From an optimization exercise on the open Yosys and OpenROAD flow, aimed at small area, a short achievable clock period and few clock cycles; shortcuts taken in it are not production practice.
Where RTL was checked, it was by simulation tests only, not by an equivalence proof against the original.
The RTL of run 3 was laid out without a check of its function.
Power and IR drop assume default switching activity.

## flow/standard.sh

```bash
#!/bin/bash
# synth_recipe.tcl (not shown) runs the flow's synth.tcl, then flattens the netlist and writes it again
# the make line also repeats each setting of config.mk as NAME=value (left out here)
make -C /OpenROAD-flow-scripts/flow DESIGN_CONFIG=/design/flow/config.mk WORK_HOME=/design/flow/orfs CLKGATE_MAP_FILE= SYNTH_SCRIPT=/design/flow/synth_recipe.tcl "${@:-finish}"
```

## flow/constraint.sdc

```tcl
create_clock -name core_clock -period 8.0 [get_ports {clk}]
set_input_delay 1.6000 -clock core_clock [delete_from_list [all_inputs] [get_ports {clk}]]
set_output_delay 1.6000 -clock core_clock [all_outputs]
set_load 0.01 [all_outputs]
```

## flow/design.v

```verilog
`timescale 1ns / 10ps
module fast_top_level #(
    parameter X_MAX = 64,
    parameter Y_MAX = 64,
    parameter THRESHOLD = 20
) (
    input logic clk, n_rst,
    input logic [7:0] SRAM_in_gaus,
    input logic new_trans, SRAM_in_fast,
    input logic [$clog2(X_MAX) - 1:0] max_x, max_y,
    output logic write_SRAM_fast, read_SRAM_gaus, read_SRAM_fast, write_SRAM_OUT, done,
    output logic signed [$clog2(X_MAX):0] x_addr_gaus, y_addr_gaus, x_addr_fast, y_addr_fast, x_addr_OUT, y_addr_OUT,
    output logic [23:0] SRAM_OUT_wdata
);
localparam int K    = 9;             
localparam int P    = K + 6;         
localparam int CI   = 3 * P + 1;     
localparam int LEN  = 6 * P + 3;     
localparam int GI   = 2 * P + 2;     
localparam int GLEN = 4 * P + 5;     
localparam int TE   = 3 * P + 3;     
localparam int TW   = 5 * P + 8;     
localparam int EO   = TE % P;        
localparam int WO   = TW % P;
localparam int AW   = $clog2(X_MAX) + 1;
localparam logic [6:0] NEGK  = 7'(128 - K);        
logic [5:0] xlast, xm4;              
logic signed [7:0] hm1;              
logic signed [7:0] hlim;             
logic ntq, busy, fin, finq, rg_q;
logic e_on, w_on, w_adv, e_first, w_first;
always_ff @(posedge clk) begin
    xlast <= max_x - 6'd1;
    xm4   <= max_x - 6'd4;
    hm1   <= $signed({2'b0, max_y}) - 8'sd1;
    hlim  <= $signed({2'b0, max_y}) - 8'(K);
end
always_ff @(posedge clk, negedge n_rst) begin
    if (!n_rst) begin
        ntq  <= 1'b0;
        busy <= 1'b0;
        rg_q <= 1'b0;
        e_on <= 1'b0;
        w_on <= 1'b0;
        w_adv <= 1'b0;
        finq <= 1'b0;
        done <= 1'b0;
    end else begin
        ntq  <= new_trans;
        finq <= fin;
        if (ntq)      busy <= 1'b1;
        else if (fin) busy <= 1'b0;
        if (ntq)      rg_q <= 1'b1;
        else if (fin) rg_q <= 1'b0;
        if (ntq || fin)              e_on <= 1'b0;
        else if (busy && e_first)    e_on <= 1'b1;
        if (ntq || fin)              w_on <= 1'b0;
        else if (busy && w_first)    w_on <= 1'b1;
        w_adv <= w_on && !fin;
        if (new_trans) done <= 1'b0;
        else if (finq) done <= 1'b1;
    end
end
function automatic logic [31:0] rmask(input integer off, input integer lo1, input integer hi1,
                                      input integer lo2, input integer hi2);
    integer n, r;
    for (int q = 0; q < 32; q++) begin
        n = (q == 31) ? 0 : (q + 1) % P;
        r = (n - off + P) % P;
        rmask[q] = (q < P || q == 31) && ((r >= lo1 && r <= hi1) || (r >= lo2 && r <= hi2));
    end
endfunction
localparam logic [31:0] M_REND = rmask(0,  P - 1, P - 1, P - 1, P - 1);
localparam logic [31:0] M_EEND = rmask(EO, P - 1, P - 1, P - 1, P - 1);
localparam logic [31:0] M_EFST = rmask(EO, 0, 0, 0, 0);
localparam logic [31:0] M_EWON = rmask(EO, TW - TE - 1 - 2 * P, TW - TE - 1 - 2 * P,
                                       TW - TE - 1 - 2 * P, TW - TE - 1 - 2 * P);
localparam logic [31:0] M_WR1  = rmask(WO, 1, 1, 1, 1);
localparam logic [31:0] M_WFST = rmask(WO, 0, 0, 0, 0);
localparam logic [31:0] M_EOWN = rmask(EO, 3, K + 2, 3, K + 2);
localparam logic [31:0] M_ERD  = rmask(EO, 0, 2, P - 1, P - 1);
localparam logic [31:0] M_WEND = rmask(WO, P - 1, P - 1, P - 1, P - 1);
localparam logic [31:0] M_WROW = rmask(WO, 1, K, 1, K);
localparam logic [31:0] M_WRW2 = rmask(WO, K + 1, K + 2, K + 1, K + 2);
localparam logic [31:0] M_WLST = rmask(WO, K + 2, K + 2, K + 2, K + 2);
logic [4:0] rr, rq;
logic e_won, w_r1;
logic r_end, e_end, e_fst, e_own, e_rd, w_end, w_fst, w_row, w_row2, w_lrow;
assign rq = ntq ? 5'd31 : rr;
always_ff @(posedge clk) begin
    rr     <= (ntq || r_end) ? 5'd0 : rr + 5'd1;
    r_end  <= M_REND[rq];
    e_end  <= M_EEND[rq];
    e_fst  <= M_EFST[rq];
    e_won  <= M_EWON[rq];
    w_r1   <= M_WR1[rq];
    w_fst  <= M_WFST[rq];
    e_own  <= M_EOWN[rq];
    e_rd   <= M_ERD[rq];
    w_end  <= M_WEND[rq];
    w_row  <= M_WROW[rq];
    w_row2 <= M_WRW2[rq];
    w_lrow <= M_WLST[rq];
end
logic [5:0] rx, ex, wx;
logic [6:0] ry0, ey0, wy0;
logic signed [7:0] ry;
logic [3:1] eml, emr, wml, wmr;
stage_pos #(.K(K)) pos_r (.clk(clk), .init(ntq), .adv(1'b1), .colend(r_end),
                          .xlast(xlast), .xm4(xm4), .x(rx), .y0(ry0), .y(ry), .ml(), .mr());
stage_pos #(.K(K), .PRE(1)) pos_e (.clk(clk), .init(ntq), .adv(1'b1), .colend(e_end),
                          .xlast(xlast), .xm4(xm4), .x(ex), .y0(ey0), .y(), .ml(eml), .mr(emr));
stage_pos #(.K(K)) pos_w (.clk(clk), .init(ntq), .adv(w_adv), .colend(w_fst),
                          .xlast(xlast), .xm4(xm4), .x(wx), .y0(wy0), .y(), .ml(wml), .mr(wmr));
assign e_first = e_end && (ex == xlast) && (ey0 == NEGK);
assign w_first = e_on && e_won && (ex == 6'd2) && (ey0 == 7'd0);
assign read_SRAM_gaus = rg_q;
assign x_addr_gaus    = {1'b0, rx};
assign y_addr_gaus    = ry[AW-1:0];
logic [8*LEN-1:0] pl;
always_ff @(posedge clk)
    pl <= {pl[8*LEN-9:0], SRAM_in_gaus};
function automatic integer ptap(input integer dx, input integer dy);
    ptap = CI - (dx * P + dy);
endfunction
logic [7:0] cpn, cm;
logic cp_ok, cm_ok;
always_ff @(posedge clk) begin
    cpn   <= ~(pl[8*(CI-1) +: 8] + 8'(THRESHOLD));
    cp_ok <= pl[8*(CI-1) +: 8] < 8'(256 - THRESHOLD);
    cm    <= pl[8*(CI-1) +: 8] - 8'(THRESHOLD);
    cm_ok <= pl[8*(CI-1) +: 8] >= 8'(THRESHOLD);
end
localparam int NR = 16;
function automatic integer rdx(input integer k);
    case (k)
        0: rdx = 0;   1: rdx = 1;   2: rdx = 2;   3: rdx = 3;
        4: rdx = 3;   5: rdx = 3;   6: rdx = 2;   7: rdx = 1;
        8: rdx = 0;   9: rdx = -1; 10: rdx = -2; 11: rdx = -3;
       12: rdx = -3; 13: rdx = -2; 14: rdx = 0;  default: rdx = -1;
    endcase
endfunction
function automatic integer rdy(input integer k);
    case (k)
        0: rdy = 3;   1: rdy = 3;   2: rdy = 2;   3: rdy = 1;
        4: rdy = 0;   5: rdy = -1;  6: rdy = -2;  7: rdy = -3;
        8: rdy = -3;  9: rdy = -3; 10: rdy = -2; 11: rdy = -1;
       12: rdy = 0;  13: rdy = 2;  14: rdy = 0;  default: rdy = 3;
    endcase
endfunction
function automatic logic ge_c(input logic [7:0] a, input logic [7:0] nb);
    logic cy, g, pr;
    cy = 1'b1;
    for (int i = 0; i < 4; i++)
        cy = (a[i] & nb[i]) | (a[i] & cy) | (nb[i] & cy);
    g  = 1'b0;
    pr = 1'b1;
    for (int i = 4; i < 8; i++) begin
        g  = (a[i] & nb[i]) | ((a[i] | nb[i]) & g);
        pr = pr & (a[i] | nb[i]);
    end
    ge_c = g | (pr & cy);
endfunction
logic [NR-1:0] sb, sd;               
logic [2:0] p1b, p1d;
always_ff @(posedge clk) begin
    p1b <= {p1b[1:0], sb[0]};
    p1d <= {p1d[1:0], sd[0]};
end
always_comb begin
    for (int k = 0; k < NR; k++) begin
        if (k == 14) begin
            sb[k] = 1'b0;
            sd[k] = 1'b0;
        end else if (k == 8) begin
            sb[k] = p1d[2];
            sd[k] = p1b[2];
        end else begin
            sb[k] = cp_ok && ge_c(pl[8*ptap(rdx(k), rdy(k)) +: 8], cpn);
            sd[k] = cm_ok && ge_c(cm, ~pl[8*ptap(rdx(k), rdy(k)) +: 8]);
        end
    end
end
function automatic logic cmask(input integer dx, input logic [3:1] ml, mr);
    logic [3:0] l, r;
    l = {ml, 1'b0};
    r = {mr, 1'b0};
    cmask = (dx > 0) ? r[(dx > 0) ? dx : 0] : l[(dx < 0) ? -dx : 0];
endfunction
logic [NR-1:0] sbm, sdm;
always_comb begin
    for (int k = 0; k < NR; k++) begin
        if (cmask(rdx(k), eml, emr)) begin
            sbm[k] = 1'b0;
            sdm[k] = cm_ok;
        end else begin
            sbm[k] = sb[k];
            sdm[k] = sd[k];
        end
    end
end
logic [2*NR-1:0] bw, dw;
logic arc;
always_comb begin
    bw = {sbm, sbm};
    dw = {sdm, sdm};
    arc = 1'b0;
    for (int i = 0; i < NR; i++)
        if (&bw[i +: 9] || &dw[i +: 9]) arc = 1'b1;
end
logic signed [7:0] yf_q;
logic corner_e;
assign corner_e = arc && e_own && (yf_q < hm1);
logic wf_q, rf_q;
always_ff @(posedge clk, negedge n_rst) begin
    if (!n_rst) begin
        wf_q <= 1'b0;
        rf_q <= 1'b0;
    end else begin
        wf_q <= e_on && corner_e;
        rf_q <= e_on && e_rd;
    end
end
logic [5:0] xf_q;
always_ff @(posedge clk) begin
    if (e_end) begin
        xf_q <= (ex == xlast) ? 6'd0 : ex + 6'd1;
        yf_q <= (ex == xlast) ? $signed({1'b0, ey0}) + 8'(K - 4) : $signed({1'b0, ey0}) - 8'sd4;
    end else begin
        xf_q <= ex;
        yf_q <= e_fst ? $signed({1'b0, ey0}) - 8'sd3 : yf_q + 8'sd1;
    end
end
assign write_SRAM_fast = wf_q;
assign read_SRAM_fast  = rf_q;
assign x_addr_fast     = {1'b0, xf_q};
assign y_addr_fast     = yf_q[AW-1:0];
logic wf_g, wf_d, rf_d;
logic [GLEN-1:0] gl;
always_ff @(posedge clk) begin
    wf_g <= e_on && corner_e;
    wf_d <= wf_g;
    rf_d <= rf_q;
    gl   <= {gl[GLEN-2:0], rf_d ? SRAM_in_fast : wf_d};
end
function automatic integer gtap(input integer dx, input integer dy);
    gtap = GI - (dx * P + dy);
endfunction
function automatic logic gf(input integer dx, input integer dy,
                            input logic [GLEN-1:0] g, input logic [3:1] ml, mr);
    gf = g[gtap(dx, dy)] && !cmask(dx, ml, mr);
endfunction
logic ring_any, ring_later, w_last, w_lband;
always_comb begin
    ring_later = gf(-2, 1, gl, wml, wmr) | gf(-1, 2, gl, wml, wmr) | gf(0, 2, gl, wml, wmr)
               | gf(1, 2, gl, wml, wmr)  | gf(2, 1, gl, wml, wmr)  | gf(2, 0, gl, wml, wmr);
    ring_any   = ring_later
               | gf(2, -1, gl, wml, wmr) | gf(1, -2, gl, wml, wmr) | gf(0, -2, gl, wml, wmr)
               | gf(-1, -2, gl, wml, wmr) | gf(-2, -1, gl, wml, wmr) | gf(-2, 0, gl, wml, wmr);
end
assign w_lband = $signed({1'b0, wy0}) >= hlim;
assign w_last  = w_lrow && (wx == xlast) && w_lband;
assign fin    = w_on && w_last;
logic wo_q, yel_q, pnk_q;
logic [6:0] ey0_w2;
assign ey0_w2 = wy0 - 7'd2;
logic [6:0] yo_q;
always_ff @(posedge clk, negedge n_rst) begin
    if (!n_rst) wo_q <= 1'b0;
    else        wo_q <= w_on && (w_row || (w_row2 && w_lband)) && (gl[GI] || ring_any);
end
always_ff @(posedge clk) begin
    yo_q  <= w_r1 ? ey0_w2 : yo_q + 7'd1;
    yel_q <= gl[GI] && !ring_later;
    pnk_q <= !gl[GI] || ring_later;
end
assign write_SRAM_OUT = wo_q;
assign x_addr_OUT     = {1'b0, wx};
assign y_addr_OUT     = yo_q;
assign SRAM_OUT_wdata = {8'hFF, {2{yel_q}}, 1'b1, {5{yel_q}}, pnk_q, 2'b00, pnk_q, 4'h0};
endmodule
module stage_pos #(
    parameter int K = 13,
    parameter bit PRE = 0                    
) (
    input  logic clk,
    input  logic init, adv, colend,
    input  logic [5:0] xlast, xm4,           
    output logic [5:0] x,
    output logic [6:0] y0,
    output logic signed [7:0] y,
    output logic [3:1] ml, mr
);
always_ff @(posedge clk) begin
    if (init) begin
        x  <= PRE ? xm4 : 6'd0;
        y0 <= PRE ? 7'(128 - K) : 7'd0;
        y  <= -8'sd3;
        ml <= PRE ? 3'b000 : 3'b111;
        mr <= 3'b000;
    end else if (adv) begin
        if (colend) begin
            if (x == xlast) begin
                x  <= '0;
                y0 <= y0 + 7'(K);
                y  <= $signed({1'b0, y0}) + 8'(K - 3);
                ml <= 3'b111;
                mr <= 3'b000;
            end else begin
                x  <= x + 6'd1;
                y  <= $signed({1'b0, y0}) - 8'sd3;
                ml <= {ml[2:1], 1'b0};
                mr <= {mr[3] || (x == xm4), mr[3:2]};
            end
        end else begin
            y <= y + 8'sd1;
        end
    end
end
endmodule
```

## flow/flow/run.sh

```bash
#!/bin/bash
# Standard layout, with timing repair aimed below the clock period (setup
# margin) and plain buffers on the ports. The make output goes to
# standard_finish.log; each ORFS step logs to orfs/logs/.
set -euo pipefail
bash standard.sh SETUP_SLACK_MARGIN=5.3 \
    "BUFFER_PORTS_ARGS=-buffer_cell sky130_fd_sc_hd__buf_2" \
    finish > standard_finish.log 2>&1
```

## flow/config.mk

```make
export PLATFORM = sky130hd
export DESIGN_NAME = fast_top_level
export DESIGN_NICKNAME = fast_top_level
export VERILOG_FILES = /design/flow/design.v
export SDC_FILE = /design/flow/constraint.sdc
export NUM_CORES = 4
export LEC_CHECK = 0
export CAP_MARGIN = 20
export CORE_MARGIN = 2
export CORE_UTILIZATION = 40
export CTS_CLUSTER_DIAMETER = 100
export CTS_CLUSTER_SIZE = 30
export PLACE_DENSITY = 0.6
export SLEW_MARGIN = 20
```

==> summary.md, run 1 <==
| Metric | Value |
|---|---|
| Status | finished clean |
| Global-route usage over all layers | 0.1408 |
| Slew headroom | 0.2861 |
| CP Capture Type | output port |
| Storage element area | 19,390 um2 |
| PortBufs | 76 |
| Power Total | 8.115 mW |
| FF-to-FF Start | pl[369] |
| Cells on worst reg2reg path | 9 |
| Layout cells sized above 1 | 0.1344 |
| Max Fclk | 358.8 MHz |
| Max capacitance violation total | 0 |
| WHS | 0.3146 ns |
| Pwr dens | 272.5 nW/um2 |
| Avg Vias per Cell | 4.712 |
| DRC | 0 |
| Initial antenna violation count | 3 |
| Layout area overhead | 11.98% |
| FF+latch count, synth | 960 |
| VDD IR-drop max | 225.5 uV |
| Period utilisation layout | 0.3484 |
| Final HPWL DP | 33.19 mm |
| I/O Pins | 95 |
| Gr ovfl total | 0 |
| Final cell count without fillers | 3,081 |
| H-tree level count | 2 |
| Number of synthesized flops with an enable pin | 0 |
| Leakage | 11.85 nW |
| Ys flop type | dfxtp_1 |
| Final Max Tran Viols | 0 |
| CP max FO | 2 |
| CP Depth | 1 |
| Tightest Pin Transition | 1.062 ns |
| Die area | 68,580 um2 |
| TritonCTS clock tree | yes |
| Worst hold path type | flop to flop |
| Unrepaired setup endpoints after global routing | yes |
| Worst path top cell family by delay | flip-flops |
| Setup violators final | 0 |
| Final net count | 2,273 |
| WL final | 49.22 mm |
| Synth cell types | 80 |
| Iteration-0 DRC Markers | 890 |
| Clock buffer depth | 3 |
| # diodes | 0 |
| Setup TNS | 0 ns |
| Number of global-route vias before repair | 13,500 |
| Worst path bufs/invs | 1 |
| Area occupied by multi-input gates | 6601 um2 |
| Core Rows | 94 |
| Largest net degree at the start of global routing | 61 |
| Asr flop ratio synth | 0.01042 |
| CORE AREA | 65,750 um2 |
| Synthesized instance count | 2,112 |
| Cts hold-fix bufs | 0 |
| Worst path max stage delay | 0.42 ns |
| Drt first pass iters | 5 |
| Die width | 261.9 um |
| Worst Setup SP | rf_q |
| Clock root cell | clkbuf_16 |
| Sequential element share of the synthesized area | 0.7244 |
| First-pass GRT wire length | 75.76 mm |
| Startpoint Class | flop |
| R2R Setup Slk | 5.38 ns |
| Crit path kind | flop to output port |
| Fillers | 5,890 |
| DR WL/cell | 15.98 um |
| Yosys warnings | 3 |
| Synth Area per Inst | 12.59 um2 |
| Clock-pin slew of the registers on the worst-case setup and hold paths | 0.12 ns |
| Req. time, crit path | 6.40 ns |
| Mapped Area | 26,600 um2 |
| Starting Density | 0.4046 |
| Worst-Skew Late Latency | 0.61 ns |
| CP cell instances | buf_2 |
| ANT nets after route | 0 |
| Vias post-DR | 14,520 |
| Chip height | 261.9 um |
| Worst path slowest cell | dfrtp_1 |
| CTS Buf Count | 39 |
| Final Hold Fails | 0 |
| Sink Count | 960 |
| Reg2reg end | wf_q |
| Worst Setup EP | read_SRAM_fast |
| Placer congestion estimate | 0.8385 |
| Placed cells | 2,969 |
| CP arrival | 1.19 ns |
| Utilization after layout | 0.4531 |
| Minimum clock period | 2.787 ns |
| Final Skew | 0.02842 ns |
[sequential cells by signal, summed over array words and instances, names as in the netlist, 7 cells and up]
name      flops
pos_r.y       7
gl           64
pos_w.y0      7
pos_e.y0      7
yo_q          7
pos_r.y0      7
yf_q          8
pl          744
hlim          7
[metrics by stage]
step | instance area (um2) | worst slack (ns)
final | 29790 | 5.213
after global placement | 27610 | 4.965
after floorplan | 26660 | 5.643
after CTS | 29500 | 5.176
after detailed placement | 27610 | 4.953
after global routing | 29790 | 5.166
[cell usage in the layout, fill, tap and decap left out, drive strengths merged, types with 8 or more instances in the layout]
master,synthesis,final
clkbuf,51,43
or3,9,9
a22oi,8,8
dfxtp,950,950
o31ai,24,24
nor2b,31,31
nand3,27,27
nand2,89,89
xor2,56,56
a21oi,77,77
a21o,8,8
nor2,116,116
ha,41,41
xnor2,52,52
conb,2,18
dfrtp,10,10
nor3,42,42
o21ai,71,71
buf,55,144
nand2b,30,30
inv,85,84
maj3,57,57
a211oi,14,14
o22ai,15,15
a221oi,14,14
and3,10,10
nand4,13,13
a31oi,15,15
[synthesized netlist by cell type (27+ instances only)]
library cell,n,share of area
nand3_1,27,0.0051
dfxtp_1,950,0.71
nor2b_1,31,0.0073
xor2_1,56,0.018
buf_4,37,0.010
nor2_1,116,0.016
o21ai_0,67,0.013
xnor2_1,52,0.017
nand2b_1,30,0.0071
nand2_1,89,0.013
a21oi_1,77,0.014
maj3_1,45,0.017
clkbuf_1,51,0.0072
nor3_1,42,0.0079
inv_1,84,0.012
ha_1,41,0.019
[power by group]
group / internal [mW] / switching, mW / leakage (nW)
Clock: 0.928 / 1.40 / 0.541
Sequential: 4.97 / 0.149 / 7.98
Combinational: 0.342 / 0.328 / 3.33
Total: 6.24 / 1.87 / 11.9
[logic make-up (layout without fill, tap and decap cells)]
kind of cell               Yosys count  count (layout)  synth area share
AOI/OAI and AO/OA                  340             340           0.08768
xor gates and xnor gates           108             108           0.03556
adders and majority gates           98              98           0.04130
buffers and inverters              191             280           0.03302
DFF                                960             960            0.7244
muxes                               11              11          0.004421
other                                2              18         0.0002823
and+or+nand+nor                    402             402           0.07338
[worst min path at each step]
stage / from / to / slack [ns] / cells after the start
after floorplan: gl[9] / gl[10] / 0.31 / 0
after global placement: pl[454] / pl[462] / 0.31 / 0
after detailed placement: pl[153] / pl[161] / 0.31 / 0
after CTS: pl[546] / pl[554] / 0.31 / 0
after global routing: pl[665] / pl[673] / 0.31 / 0
final: pl[223] / pl[231] / 0.31 / 0
[layout make-up]
type / instances / area share
sequential: 960 / 0.6511
multi-input combinational: 977 / 0.2216
timing repair buffer: 144 / 0.04180
tap: 864 / 0.03629
clock buffer: 43 / 0.03327
inverter: 85 / 0.01147
clock inverter: 7 / 0.004243
timing repair inverter: 1 / 0.0002520
[repair_timing]
| item | CTS | global route |
|---|---|---|
| gates cloned | 1 | 0 |
| pin swaps | 0 | 9 |
| endpoints found under the setup margin | 54 | 56 |
| buffers inserted | 45 | 16 |
| gates resized for setup | 124 | 42 |
[layer usage]
| metal | GRT usage | up-vias | share of wire |
|---|---|---|---|
| met2 | 0.2268 | 343 | 0.45 |
| met5 | 0 | - | 0 |
| met4 | 0.03930 | 0 | 0.021 |
| met1 | 0.1963 | 6881 | 0.48 |
| li1 | - | 7229 | - |
| met3 | 0.02247 | 66 | 0.049 |
Testbench counts, summed over its fixed seeds: cycles 107,168.
==> inputs of run 2 (changes only) <==
--- a/flow/flow/run.sh
+++ b/flow/flow/run.sh
@@ -4,5 +4,5 @@
 # standard_finish.log; each ORFS step logs to orfs/logs/.
 set -euo pipefail
-bash standard.sh SETUP_SLACK_MARGIN=5.3 \
+bash standard.sh SETUP_SLACK_MARGIN=5.2 \
     "BUFFER_PORTS_ARGS=-buffer_cell sky130_fd_sc_hd__buf_2" \
     finish > standard_finish.log 2>&1
==> run 2 against run 1 <==
Compared with the run above:
- fmax is essentially flat
- final area down 2.3%
- final cell count decreased by 1.2%
- critical endpoint unchanged
==> summary.md, run 2 <==
| Metric | Value |
|---|---|
| CP max FO | 2 |
| Leakage | 11.59 nW |
| Cells on worst reg2reg path | 9 |
| First-pass GRT wire length | 74.42 mm |
| Max capacitance violation total | 0 |
| Most frequent cells in the layout | dfxtp_1 (911), nor2_1 (115), nand2_1 (89) |
| TritonCTS clock tree | yes |
| Worst Setup EP | read_SRAM_fast |
| CP cell instances | buf_2 |
| Number of global-route vias before repair | 13,190 |
| Fillers | 5,948 |
| WL final | 48.14 mm |
| Status | finished clean |
| Chip height | 261.9 um |
| Worst hold path type | flop to flop |
| Sequential element share of the synthesized area | 0.7244 |
| Synthesized instance count | 2,112 |
| WHS | 0.3136 ns |
| Tightest Pin Transition | 1.047 ns |
| FF-to-FF Start | pl[369] |
| Starting Density | 0.4046 |
| CORE AREA | 65,750 um2 |
| Clock buffer depth | 3 |
| Commonest non-fill, non-tap cell in the layout | dfxtp_1 |
| I/O Pins | 95 |
| Ys flop type | dfxtp_1 |
| Combinational group share of total power | 0.066 |
| CP Depth | 1 |
| Most numerous cell in the Yosys netlist | dfxtp_1 |
| Synth cell types | 80 |
| Worst path slowest cell | dfrtp_1 |
| Sw Share | 0.2302 |
| FF+latch count, synth | 960 |
| Synth Area per Inst | 12.59 um2 |
| Minimum clock period | 2.786 ns |
| Startpoint Class | flop |
| Slew headroom | 0.2965 |
| Worst-Skew Late Latency | 0.61 ns |
| Final WS setup | 5.214 ns |
| Sink Count | 960 |
| R2R Setup Slk | 5.31 ns |
| Iteration-0 DRC Markers | 896 |
| Initial antenna violation count | 3 |
| # diodes | 0 |
| CP Capture Type | output port |
| Cell taking the most area after synthesis | dfxtp_1 |
| P_int | 6.142 mW |
| Max Fclk | 358.9 MHz |
| Layout area overhead | 9.360% |
| Drt first pass iters | 5 |
| Global-route usage over all layers | 0.1383 |
| PortBufs | 76 |
| DRC | 0 |
| VDD IR-drop max | 225.4 uV |
| Post-synth top cells | dfxtp_1 (950), nor2_1 (116), nand2_1 (89) |
| DR WL met3 | 2.028 mm |
| Final HPWL DP | 33.19 mm |
| Clock-pin slew of the registers on the worst-case setup and hold paths | 0.12 ns |
| Die area | 68,580 um2 |
| Worst path top cell family by delay | flip-flops |
| Number of synthesized flops with an enable pin | 0 |
| Worst path bufs/invs | 1 |
| DR WL/cell | 15.81 um |
| Crit path kind | flop to output port |
| Final net count | 2,237 |
| Setup TNS | 0 ns |
| Worst path max stage delay | 0.42 ns |
| Area contributors post-synth | dfxtp_1 (71%), ha_1 (1.9%), xor2_1 (1.8%) |
| Yosys warnings | 3 |
| Period utilisation layout | 0.3483 |
| Highest layer used for signal routing | met4 |
| Core Rows | 94 |
| ANT nets after route | 0 |
| Largest regs | pl (744), gl (64), yf_q (8) |
| CTS Buf Count | 39 |
| Asr flop ratio synth | 0.01042 |
| Clock root cell | clkbuf_16 |
| Switch Pwr | 1.837 mW |
| Die width | 261.9 um |
| Largest register by flop count | pl |
| Placer congestion estimate | 0.8385 |
| Setup violators final | 0 |
| Final Max Tran Viols | 0 |
| Vias post-DR | 14,280 |
| Pre-CTS WS | 4.953 ns |
| CP arrival | 1.19 ns |
| Post-synth top area share | 0.7150 |
| Req. time, crit path | 6.40 ns |
| Clk network pwr share | 0.291 |
| Met2 wire length | 21.51 mm |
| Mapped Area | 26,600 um2 |
| Unrepaired setup endpoints after global routing | yes |
| Max reg flops | 744 |
| Final Hold Fails | 0 |
| Layout cells sized above 1 | 0.1105 |
| Largest net degree at the start of global routing | 61 |
| Pwr dens | 274.3 nW/um2 |
| Routed length on met1 | 23.69 mm |
| Final Skew | 0.02890 ns |
| Avg Vias per Cell | 4.689 |
| H-tree level count | 2 |
| Worst Setup SP | rf_q |
| Reg2reg end | wf_q |
| Seq pwr share | 0.643 |
| Gr ovfl total | 0 |
[run 2: cell counts after synthesis]
Identical to the previous run, type by type.
[run 2: cell type report]
type | count | area [um2] | area share
flip-flops and latches | 960 | 19370 | 0.6659
clock inverters | 7 | 126.4 | 0.004344
well taps | 864 | 1081 | 0.03716
repair inverters | 1 | 5.005 | 0.0001720
inverters | 85 | 334.1 | 0.01148
multi-input cells | 977 | 6553 | 0.2252
repair buffers | 108 | 629.4 | 0.02163
clock buffers | 43 | 991.0 | 0.03406
[run 2: timing repair]
action	CTS	global route
cloned	1	0
resized for setup	44	31
endpoints found under the setup margin	29	36
hold buffers	0	0
setup buffers	6	19
[run 2: per-layer routing]
metal / vias up / global-route usage
met5: - / 0
met4: 0 / 0.03804
met3: 57 / 0.02305
met2: 290 / 0.2192
met1: 6777 / 0.1955
li1: 7153 / -
[run 2: power by group through the flow]
stage               clock (mW)  combinational, mW  sequential (mW)
floorplan                    0              0.398             5.17
global route              2.56              0.588             5.16
global placement             0              0.493             5.23
CTS                       2.41              0.509             5.14
finish                    2.32              0.525             5.13
detailed placement           0              0.498             5.24
[run 2: worst min path at each step]
stage,start,depth (start not counted),slack [ns],end
after floorplan,gl[9],0,0.31,gl[10]
after global placement,pl[454],0,0.31,pl[462]
after detailed placement,pl[153],0,0.31,pl[161]
after CTS,pl[546],0,0.31,pl[554]
after global routing,pl[665],0,0.31,pl[673]
final,pl[546],0,0.31,pl[554]
[run 2: cells by family (layout without fill, tap and decap cells)]
| logic type | count (synthesis) | after routing | share of synthesized area |
|---|---|---|---|
| buf+inv | 191 | 244 | 0.03302 |
| other cells | 2 | 18 | 0.0002823 |
| mux | 11 | 11 | 0.004421 |
| xor+xnor | 108 | 108 | 0.03556 |
| compound gates | 340 | 340 | 0.08768 |
| simple gates | 402 | 402 | 0.07338 |
| fa+ha+maj | 98 | 98 | 0.04130 |
| flops | 960 | 960 | 0.7244 |
[run 2: stage by stage]
step	cells	area, um2	total power [mW]	utilization
after floorplan	2128	26660	5.565	-
after global placement	2968	27610	5.723	0.4199
after detailed placement	2969	27610	5.734	0.4200
after CTS	3026	28860	8.055	0.4389
after global routing	3045	29090	8.309	0.4425
final	3045	29090	7.979	0.4425
==> inputs of run 3 (changes only) <==
--- a/flow/design.v
+++ b/flow/design.v
@@ -236,10 +236,11 @@
 assign x_addr_fast     = {1'b0, xf_q};
 assign y_addr_fast     = yf_q[AW-1:0];
-logic wf_g, wf_d, rf_d;
+logic wf_g, rf_g, wf_d, rf_d;
 logic [GLEN-1:0] gl;
 always_ff @(posedge clk) begin
     wf_g <= e_on && corner_e;
+    rf_g <= e_on && e_rd;
     wf_d <= wf_g;
-    rf_d <= rf_q;
+    rf_d <= rf_g;
     gl   <= {gl[GLEN-2:0], rf_d ? SRAM_in_fast : wf_d};
 end
==> run 3 against run 2 <==
Compared with the run above:
- still clean on timing, DRC and antenna
- sequential cell count grew 1
- area after synthesis down 0.33%
- power is 0.89% lower
- highest routed layer unchanged
==> summary.md, run 3 <==
| Metric | Value |
|---|---|
| Seq pwr share | 0.648 |
| Max capacitance violation total | 0 |
| Synthesized instance count | 2,093 |
| Sink Count | 961 |
| # diodes | 0 |
| Cts hold-fix bufs | 0 |
| Utilization after layout | 0.4434 |
| Largest regs | pl (744), gl (64), yf_q (8) |
| Worst-Skew Late Latency | 0.59 ns |
| Worst hold path type | flop to flop |
| Placed cell area | 27,550 um2 |
| Final net count | 2,229 |
| Startpoint Class | flop |
| CP cell instances | buf_4 > nand2b_1 > maj3_2 > o211ai_1 > a21oi_1 > maj3_2 > o2111a_1 > a221o_1 > a311oi_2 > o2bb2ai_2 |
| Final Hold Fails | 0 |
| Crit path kind | flop to flop |
| CTS Buf Count | 38 |
| Chip height | 261.5 um |
| CORE AREA | 65,750 um2 |
| PortBufs | 76 |
| Iteration-0 DRC Markers | 858 |
| Synth cell types | 81 |
| WL final | 47.22 mm |
| Most frequent cells in the layout | dfxtp_1 (914), nor2_1 (115), nand2_1 (95) |
| CP Capture Type | flop |
| Die area | 68,360 um2 |
| Hold Path Stages | 0 |
| Layout area overhead | 9.943% |
| Final HPWL DP | 32.11 mm |
| DR WL/cell | 15.56 um |
| Final Skew | 0.01646 ns |
| Post-synth top area share | 0.7181 |
| Cells on worst reg2reg path | 10 |
| Initial antenna violation count | 0 |
| VDD IR-drop max | 197.3 uV |
| P_int | 6.122 mW |
| Slew headroom | 0.3057 |
| I/O Pins | 95 |
| Sequential element share of the synthesized area | 0.7275 |
| Post-synthesis mux area share | 0.004436 |
| Largest register by flop count | pl |
| DRC | 0 |
| CP max FO | 7 |
| Sw Share | 0.2258 |
| Placed cells | 2,950 |
| Pwr dens | 271.3 nW/um2 |
| Req. time, crit path | 8.48 ns |
| Largest family of logic cells by synthesized area | compound AO/OA/AOI/OAI gates |
| First-pass GRT wire length | 73.80 mm |
| H-tree level count | 2 |
| Setup TNS | 0 ns |
| Vias post-DR | 14,210 |
| CP arrival | 3.23 ns |
| Clock buffer depth | 3 |
| Largest net degree at the start of global routing | 57 |
| Clock-pin slew of the registers on the worst-case setup and hold paths | 0.11 ns |
| FF+latch count, synth | 961 |
| Post-synth top cells | dfxtp_1 (951), nor2_1 (116), nand2_1 (95) |
| Combinational group share of total power | 0.070 |
| Period utilisation layout | 0.3448 |
| Switch Pwr | 1.786 mW |
| XOR/XNOR Fraction of Synth Area | 0.03535 |
| Cell taking the most area after synthesis | dfxtp_1 |
| Max Fclk | 362.6 MHz |
| Synth Area in Adders | 0.04696 |
| Gr ovfl total | 0 |
| TritonCTS clock tree | yes |
| Leakage | 11.62 nW |
| Area contributors post-synth | dfxtp_1 (72%), ha_1 (1.9%), xor2_1 (1.9%) |
| Worst path slowest cell | dfxtp_4 |
| Final Max Tran Viols | 0 |
| Setup violators final | 0 |
| Layout cells sized above 1 | 0.1267 |
| Minimum clock period | 2.758 ns |
| Synth Area per Inst | 12.67 um2 |
| Unrepaired setup endpoints after global routing | yes |
| Drt first pass iters | 5 |
| Complex-gate fraction of the synthesized area | 0.08150 |
| Tightest Pin Transition | 1.042 ns |
| Ys flop type | dfxtp_1 |
| Max reg flops | 744 |
| Post-route cell area | 29,150 um2 |
| Asr flop ratio synth | 0.01041 |
| Fillers | 5,954 |
| ANT nets after route | 0 |
| Worst path max stage delay | 0.38 ns |
| Number of synthesized flops with an enable pin | 0 |
| WHS | 0.3216 ns |
| Yosys warnings | 3 |
| Status | finished clean |
| Placer congestion estimate | 0.8626 |
| Number of global-route vias before repair | 13,520 |
| Global-route usage over all layers | 0.1365 |
| Synth Area in Simple Gates | 0.07197 |
| Clock root cell | clkbuf_16 |
| Most common cell on crit path | maj3_2 |
| Mapped Area | 26,510 um2 |
| Avg Vias per Cell | 4.684 |
| Commonest non-fill, non-tap cell in the layout | dfxtp_1 |
| Core Rows | 94 |
| Final cell count without fillers | 3,034 |
| Most numerous cell in the Yosys netlist | dfxtp_1 |
| Starting Density | 0.4033 |
| Die width | 261.5 um |
| Clk network pwr share | 0.283 |
-- run 3: cell count changes in the layout (fill, tap and decap cells not counted), moves of 7 or more --
| cell | delta |
|---|---|
| a221oi_1 | -10 |
| a31oi_1 | +8 |
| buf_4 | +14 |
| inv_1 | -11 |
| maj3_2 | +17 |
| nand3_1 | -7 |
| o21ai_0 | -11 |
| o31ai_1 | -8 |
-- run 3: routing by layer --
layer,GRT usage,wire [um],part of all wire,vias up
li1,-,-,-,7089
met5,0,0,0,-
met3,0.01984,1781,0.038,68
met2,0.2199,21110,0.45,273
met4,0.04119,1071,0.023,0
met1,0.1902,23260,0.49,6782
-- run 3: final cells by class --
type,instances,area [um2],area share
Tap cell,864,1081,0.03709
Sequential cell,961,19380,0.6649
Clock buffer,43,979.7,0.03361
Multi-Input combinational cell,963,6580,0.2257
Timing Repair inverter,1,3.754,0.0001288
Clock inverter,3,45.04,0.001545
Timing Repair Buffer,122,754.5,0.02588
Inverter,77,324.1,0.01112
-- run 3: worst max-delay path, delay by kind of cell (launching register included) --
| family | cells | cell delay, ns |
|---|---|---|
| flip-flops | 1 | 0.38 |
| buffers and inverters | 1 | 0.17 |
| AND/OR/NAND/NOR | 1 | 0.15 |
| AO/OA/AOI/OAI | 6 | 1.31 |
| adder cells (fa/ha/maj) | 2 | 0.67 |
-- run 3: what timing repair did --
action                     CTS  global route
resized for setup           51            54
buffers inserted            10            27
cloned                       1             0
pin swaps                    6            23
setup endpoints to repair   39            26
-- run 3: kinds of logic (layout without fill, tap and decap cells) --
family | after synthesis | after routing
and+or+nand+nor | 396 | 396
buffers and inverters | 185 | 246
DFF | 961 | 961
adders and majority gates | 111 | 111
AOI/OAI and AO/OA | 320 | 320
xor gates and xnor gates | 107 | 107
muxes | 11 | 11
other | 2 | 18
-- run 3: power by group through the flow --
stage / combinational (mW) / clock [mW] / sequential [mW]
floorplan: 0.401 / 0 / 5.17
global placement: 0.492 / 0 / 5.22
detailed placement: 0.501 / 0 / 5.23
CTS: 0.517 / 2.33 / 5.12
global route: 0.614 / 2.49 / 5.15
finish: 0.550 / 2.24 / 5.12
-- run 3: worst paths after layout --
path	slack (ns)	startpoint	to
max	5.24	pl[368]	wf_q
max in group asynchronous	6.84	n_rst	ntq
min in group asynchronous	0.89	n_rst	busy
min reg2reg	0.32	pl[714]	pl[722]
min	0.32	pl[714]	pl[722]
max reg2reg	5.24	pl[368]	wf_q
-- run 3: through the flow --
stage,setup WS (ns),power (mW)
2_1_floorplan,5.471,5.571
3_3_place_gp,4.562,5.716
3_5_place_dp,4.527,5.731
4_1_cts,5.201,7.969
5_1_grt,5.167,8.259
6_report,5.242,7.908
==> inputs of run 4 (changes only) <==
--- a/flow/design.v
+++ b/flow/design.v
@@ -236,11 +236,10 @@
 assign x_addr_fast     = {1'b0, xf_q};
 assign y_addr_fast     = yf_q[AW-1:0];
-logic wf_g, rf_g, wf_d, rf_d;
+logic wf_g, wf_d, rf_d;
 logic [GLEN-1:0] gl;
 always_ff @(posedge clk) begin
     wf_g <= e_on && corner_e;
-    rf_g <= e_on && e_rd;
     wf_d <= wf_g;
-    rf_d <= rf_g;
+    rf_d <= rf_q;
     gl   <= {gl[GLEN-2:0], rf_d ? SRAM_in_fast : wf_d};
 end
--- a/flow/config.mk
+++ b/flow/config.mk
@@ -9,6 +9,6 @@
 export CORE_MARGIN = 2
 export CORE_UTILIZATION = 40
-export CTS_CLUSTER_DIAMETER = 100
-export CTS_CLUSTER_SIZE = 30
+export CTS_CLUSTER_DIAMETER = 70
+export CTS_CLUSTER_SIZE = 36
 export PLACE_DENSITY = 0.6
 export SLEW_MARGIN = 20
==> run 4 against run 3 <==
Compared with the run above:
- critical path depth down 9
- non-clock buffer count down 19
- register-to-register slack better by 0.03 ns
- critical path type is now flop to output port
- highest routed layer unchanged
==> summary.md, run 4 <==
| Metric | Value |
|---|---|
| H-tree level count | 2 |
| Number of synthesized flops with an enable pin | 0 |
| Setup violators final | 0 |
| Highest layer used for signal routing | met4 |
| Die width | 261.9 um |
| Drt first pass iters | 5 |
| VDD IR-drop max | 219.1 uV |
| Crit path kind | flop to output port |
| Clock buffer depth | 3 |
| CP max FO | 2 |
| CP cell instances | buf_2 |
| Area contributors post-synth | dfxtp_1 (71%), ha_1 (1.9%), xor2_1 (1.8%) |
| Final Max Tran Viols | 0 |
| Ys flop type | dfxtp_1 |
| Chip height | 261.9 um |
| Vias post-DR | 14,250 |
| Most numerous cell in the Yosys netlist | dfxtp_1 |
| Sink Count | 960 |
| Worst path bufs/invs | 1 |
| Period utilisation layout | 0.3468 |
| Synth Area per Inst | 12.59 um2 |
| TritonCTS clock tree | yes |
| First-pass GRT wire length | 74.68 mm |
| # diodes | 0 |
| FF-to-FF Start | pl[369] |
| Tightest Pin Transition | 0.7871 ns |
| Final net count | 2,234 |
| Largest register by flop count | pl |
| CP Capture Type | output port |
| Worst-Skew Late Latency | 0.62 ns |
| CP arrival | 1.17 ns |
| Largest net degree at the start of global routing | 61 |
| Slew headroom | 0.4745 |
| Routed length on met1 | 23.77 mm |
| Sequential element share of the synthesized area | 0.7244 |
| Avg Vias per Cell | 4.659 |
| Startpoint Class | flop |
| Synth cell types | 80 |
| Minimum clock period | 2.774 ns |
| Mapped Area | 26,600 um2 |
| Worst path max stage delay | 0.42 ns |
| DR WL met3 | 2.140 mm |
| Final HPWL DP | 33.19 mm |
| Final cell count without fillers | 3,058 |
| WL final | 48.40 mm |
| Cell taking the most area after synthesis | dfxtp_1 |
| Worst hold path type | flop to flop |
| Cts hold-fix bufs | 0 |
| Clock-pin slew of the registers on the worst-case setup and hold paths | 0.11 ns |
| Layout area overhead | 10.67% |
| Pwr dens | 281.8 nW/um2 |
| DRC | 0 |
| Placed cells | 2,969 |
| Yosys warnings | 3 |
| Worst Setup SP | rf_q |
| Max reg flops | 744 |
| DR WL/cell | 15.83 um |
| Starting Density | 0.4046 |
| Final Hold Fails | 0 |
| Core Rows | 94 |
| Met2 wire length | 21.47 mm |
| I/O Pins | 95 |
| Most frequent cells in the layout | dfxtp_1 (916), nor2_1 (115), nand2_1 (89) |
| Setup TNS | 0 ns |
| Number of global-route vias before repair | 13,320 |
| Synthesized instance count | 2,112 |
| Commonest non-fill, non-tap cell in the layout | dfxtp_1 |
| Worst Hold Launch | pl[223] |
| Clock root cell | clkbuf_16 |
| Largest regs | pl (744), gl (64), yf_q (8) |
| Max Fclk | 360.5 MHz |
| Post-synth top area share | 0.7150 |
| Status | finished clean |
| Post-synth top cells | dfxtp_1 (950), nor2_1 (116), nand2_1 (89) |
| PortBufs | 76 |
| Leakage | 11.72 nW |
| Max capacitance violation total | 0 |
| Unrepaired setup endpoints after global routing | yes |
| Asr flop ratio synth | 0.01042 |
| Final Skew | 0.04515 ns |
| Fillers | 5,904 |
| Gr ovfl total | 0 |
| Iteration-0 DRC Markers | 988 |
| Worst path top cell family by delay | flip-flops |
| Placer congestion estimate | 0.8385 |
| CTS Buf Count | 41 |
| Worst path slowest cell | dfrtp_1 |
| FF+latch count, synth | 960 |
| Req. time, crit path | 6.40 ns |
| Layout cells sized above 1 | 0.1153 |
| CORE AREA | 65,750 um2 |
| Global-route usage over all layers | 0.1385 |
| Initial antenna violation count | 4 |
| Die area | 68,580 um2 |
| ANT nets after route | 0 |
-- run 4: report_power, final --
group          switching (mW)  leakage, nW  total (mW)  internal (mW)
sequential              0.161         7.98        5.13           4.97
clock                    1.57        0.695        2.64           1.07
combinational           0.283         3.05       0.525          0.242
-- run 4: final timing paths --
path,endpoint,slack (ns),depth (start not counted)
worst max-delay path,read_SRAM_fast,5.23,1
worst min-delay path,pl[231],0.32,0
worst max register to register,wf_q,5.27,9
worst min register to register,pl[231],0.32,0
max in group asynchronous,wf_q,6.91,1
min in group asynchronous,done,0.85,1
-- run 4: logic make-up after synthesis --
logic type               share of synthesized area
AND/OR/NAND/NOR                            0.07338
flip-flops                                  0.7244
XOR/XNOR                                   0.03556
multiplexers                              0.004421
buffers and inverters                      0.03302
AO/OA/AOI/OAI                              0.08768
other                                    0.0002823
adder cells (fa/ha/maj)                    0.04130
-- run 4: final cells by class --
type	count	area, um2	share of cell area
Clock buffer	44	1059	0.03596
Clock inverter	24	422.9	0.01437
Inverter	85	334.1	0.01135
Multi-Input combinational cell	977	6578	0.2234
Sequential cell	960	19350	0.6574
Tap cell	864	1081	0.03672
Timing Repair Buffer	103	606.8	0.02061
Timing Repair inverter	1	5.005	0.0001700
-- run 4: metal layers --
metal	vias to the layer above	GRT usage
li1	7171	-
met1	6751	0.1941
met2	264	0.2201
met3	61	0.02469
met4	0	0.03898
met5	-	0
-- run 4: repair_timing --
action	in CTS	in global routing
setup endpoints to repair	27	24
resized for setup	39	30
buffers inserted	3	16
cloned	1	0
-- run 4: per-stage QoR --
stage | worst slack, ns | instance area, um2 | power, mW | util | hold slack [ns]
floorplan | 5.643 | 26660 | 5.565 | - | 0.3096
global placement | 4.965 | 27610 | 5.723 | 0.4199 | 0.3096
detailed placement | 4.953 | 27610 | 5.734 | 0.4200 | 0.3121
CTS | 5.190 | 29200 | 8.361 | 0.4441 | 0.3142
global route | 5.183 | 29440 | 8.634 | 0.4478 | 0.3247
finish | 5.226 | 29440 | 8.296 | 0.4478 | 0.3176
Testbench counts of run 4, summed over its fixed seeds: cycles 107,168.
==> inputs of run 5 (changes only) <==
--- a/flow/config.mk
+++ b/flow/config.mk
@@ -8,7 +8,7 @@
 export CAP_MARGIN = 20
 export CORE_MARGIN = 2
-export CORE_UTILIZATION = 40
-export CTS_CLUSTER_DIAMETER = 70
-export CTS_CLUSTER_SIZE = 36
-export PLACE_DENSITY = 0.6
+export CORE_UTILIZATION = 55
+export CTS_CLUSTER_DIAMETER = 80
+export CTS_CLUSTER_SIZE = 34
+export PLACE_DENSITY = 0.7
 export SLEW_MARGIN = 20
==> run 5 against run 4 <==
Compared with the run above:
- still clean on timing, DRC and antenna
- hold slack worse by 0.0052 ns
- sequential share of layout area is 1.5 points higher
- global-route usage is 4.9 points higher
- final cell count is 8.8% lower
- largest cell class unchanged
==> summary.md, run 5 <==
| Metric | Value |
|---|---|
| Status | finished clean |
| Synth cell types | 80 |
| FF+latch count, synth | 960 |
| Placed cell area | 27,290 um2 |
| Synth Area in Simple Gates | 0.07338 |
| Layout area overhead | 8.062% |
| Worst-Skew Late Latency | 0.60 ns |
| Largest family of logic cells by synthesized area | compound AO/OA/AOI/OAI gates |
| Cts hold-fix bufs | 0 |
| ANT nets after route | 0 |
| Global-route usage over all layers | 0.1876 |
| Final WS setup | 5.229 ns |
| Final Max Tran Viols | 0 |
| Most numerous cell in the Yosys netlist | dfxtp_1 |
| Setup violators final | 0 |
| DRC | 0 |
| Synth Area in Adders | 0.04130 |
| Clock-pin slew of the registers on the worst-case setup and hold paths | 0.11 ns |
| Leakage | 11.57 nW |
| Worst path max stage delay | 0.40 ns |
| Cell taking the most area after synthesis | dfxtp_1 |
| WHS | 0.3124 ns |
| Max reg flops | 744 |
| Req. time, crit path | 6.40 ns |
| Vias post-DR | 14,390 |
| Unrepaired setup endpoints after global routing | yes |
| CP cell instances | buf_2 |
| DR WL/cell | 17.05 um |
| Commonest non-fill, non-tap cell in the layout | dfxtp_1 |
| Clock buffer depth | 3 |
| Number of synthesized flops with an enable pin | 0 |
| Largest regs | pl (744), gl (64), yf_q (8) |
| Largest net degree at the start of global routing | 61 |
| Max Fclk | 360.9 MHz |
| Die area | 50,140 um2 |
| Pre-CTS WS | 4.931 ns |
| Final Hold Fails | 0 |
| Max capacitance violation total | 0 |
| Setup TNS | 0 ns |
| H-tree level count | 2 |
| Gr ovfl total | 0 |
| Post-synthesis mux area share | 0.004421 |
| Ys flop type | dfxtp_1 |
| Post-route cell area | 28,750 um2 |
| Iteration-0 DRC Markers | 955 |
| Largest register by flop count | pl |
| Startpoint Class | flop |
| Post-synth top area share | 0.7150 |
| Sink Count | 960 |
| Asr flop ratio synth | 0.01042 |
| Slew headroom | 0.3353 |
| Core Rows | 80 |
| Yosys warnings | 3 |
| Layout cells sized above 1 | 0.1044 |
| Avg Vias per Cell | 5.160 |
| Initial antenna violation count | 0 |
| Clock root cell | clkbuf_16 |
| Crit path kind | flop to output port |
| Pwr dens | 278.6 nW/um2 |
| VDD IR-drop max | 219.7 uV |
| Tightest Pin Transition | 0.9889 ns |
| PortBufs | 76 |
| First-pass GRT wire length | 73.82 mm |
| Final Skew | 0.03212 ns |
| Area contributors post-synth | dfxtp_1 (71%), ha_1 (1.9%), xor2_1 (1.8%) |
| TritonCTS clock tree | yes |
| Die width | 223.9 um |
| Worst path slowest cell | dfxtp_2 |
| Synthesized instance count | 2,112 |
| # diodes | 0 |
| CP arrival | 1.17 ns |
| Complex-gate fraction of the synthesized area | 0.08768 |
| Worst hold path type | flop to flop |
| Post-synth top cells | dfxtp_1 (950), nor2_1 (116), nand2_1 (89) |
| Final HPWL DP | 32.41 mm |
| Final net count | 2,227 |
| Number of global-route vias before repair | 13,570 |
| Most frequent cells in the layout | dfxtp_1 (919), nor2_1 (115), nand2_1 (89) |
| Mapped Area | 26,600 um2 |
| Starting Density | 0.5571 |
| Sequential element share of the synthesized area | 0.7244 |
| Drt first pass iters | 5 |
| CP max FO | 5 |
| Worst path bufs/invs | 1 |
| Synth Area per Inst | 12.59 um2 |
| Period utilisation layout | 0.3464 |
| I/O Pins | 95 |
| CP Capture Type | output port |
| Worst path top cell family by delay | flip-flops |
| CORE AREA | 47,750 um2 |
| Placer congestion estimate | 0.8658 |
| Chip height | 223.9 um |
| XOR/XNOR Fraction of Synth Area | 0.03556 |
| CTS Buf Count | 38 |
| Minimum clock period | 2.771 ns |
| WL final | 47.55 mm |
## run 5: cell types whose count changed in the layout (fill, tap and decap cells not counted), moves of 3 or more
cell       delta
buf_4         -3
clkbuf_16     -3
clkinv_16     -4
dfxtp_1       +3
dfxtp_2       +5
dfxtp_4       -8
inv_12        -4
## run 5: layout make-up
type	instances	area [um2]
Clock buffer	41	983.4
Clock inverter	11	200.2
Fill cell	3766	19000
Inverter	85	334.1
Multi-Input combinational cell	977	6545
Sequential cell	960	19330
Tap cell	615	769.5
Timing Repair Buffer	99	576.8
Timing Repair inverter	1	7.507
## run 5: path summary, 6_finish.rpt
| check | from | to | slack [ns] | cells after the start |
|---|---|---|---|---|
| worst min-delay path | pl[567] | pl[575] | 0.31 | 0 |
| max in group asynchronous | n_rst | ntq | 6.90 | 1 |
| worst max register to register | cpn[0] | wf_q | 5.29 | 9 |
| worst min register to register | pl[567] | pl[575] | 0.31 | 0 |
| min in group asynchronous | n_rst | done | 0.87 | 1 |
| worst max-delay path | yf_q[4] | y_addr_fast[4] | 5.23 | 1 |
## run 5: kinds of logic (layout without fill, tap and decap cells)
logic type	after synthesis	in the layout
muxes	11	11
xor gates and xnor gates	108	108
other	2	18
adders and majority gates	98	98
and+or+nand+nor	402	402
DFF	960	960
AOI/OAI and AO/OA	340	340
buffers and inverters	191	237
## run 5: timing repair
action	CTS	global route
setup buffers	3	14
gates resized for setup	33	22
pin swaps	0	1
setup endpoints to repair	26	11
gates cloned	1	0
## run 5: power by group
part           leakage [nW]  switching [mW]  internal, mW
Clock                 0.570            1.41         0.945
Combinational          3.02           0.276         0.238
Sequential             7.98           0.167          4.97
Total                  11.6            1.86          6.15
## run 5: metal layers
layer / GRT usage / up-vias / wire length [um]
met2: 0.2993 / 369 / 21310
met1: 0.2609 / 6803 / 22620
met5: 0 / - / 0
met4: 0.07226 / 0 / 1490
li1: - / 7128 / -
met3: 0.02597 / 90 / 2131
## run 5: through the flow
stage	utilization	cells	power (mW)
floorplan	-	2128	5.565
global placement	0.5716	2718	5.711
detailed placement	0.5716	2718	5.730
CTS	0.5980	2774	8.063
global route	0.6020	2789	8.317
finish	0.6020	2789	8.010

-- re-timing with driven ports --
How much do the figures lean on ideal ports? The routed layouts below were timed once more, with nothing changed but the port constraints.
Step 1, drivers: a clkbuf_16 drives clk and a buf_2 each remaining input, both assumed.
Step 2 times the ports against the registers' clock, not the clock port: input delays grow and output delays shrink by t, the midpoint of the rising clock arrivals with the driver on.
Three values: ideal ports, drivers, drivers and shift; two values: the first two.
run | shift t [ns] | setup slack, ns | hold WS [ns] | worst register clock-pin slew, ns | worst slew at a driven data input, ns
run 1 | 0.661 | 5.213 / 5.151 / 5.376 | 0.315 / 0.315 / 0.315 | 0.12 / 0.12 | 0.03
run 2 | 0.659 | 5.214 / 5.152 / 5.308 | 0.314 / 0.314 / 0.314 | 0.12 / 0.12 | 0.03
run 3 | 0.638 | 5.242 / 5.191 / 5.242 | 0.322 / 0.322 / 0.322 | 0.12 / 0.12 | 0.04
run 4 | 0.652 | 5.226 / 5.169 / 5.273 | 0.318 / 0.318 / 0.318 | 0.12 / 0.12 | 0.03
run 5 | 0.642 | 5.229 / 5.170 / 5.294 | 0.312 / 0.312 / 0.312 | 0.12 / 0.12 | 0.04
After both steps every run listed still meets setup and hold.
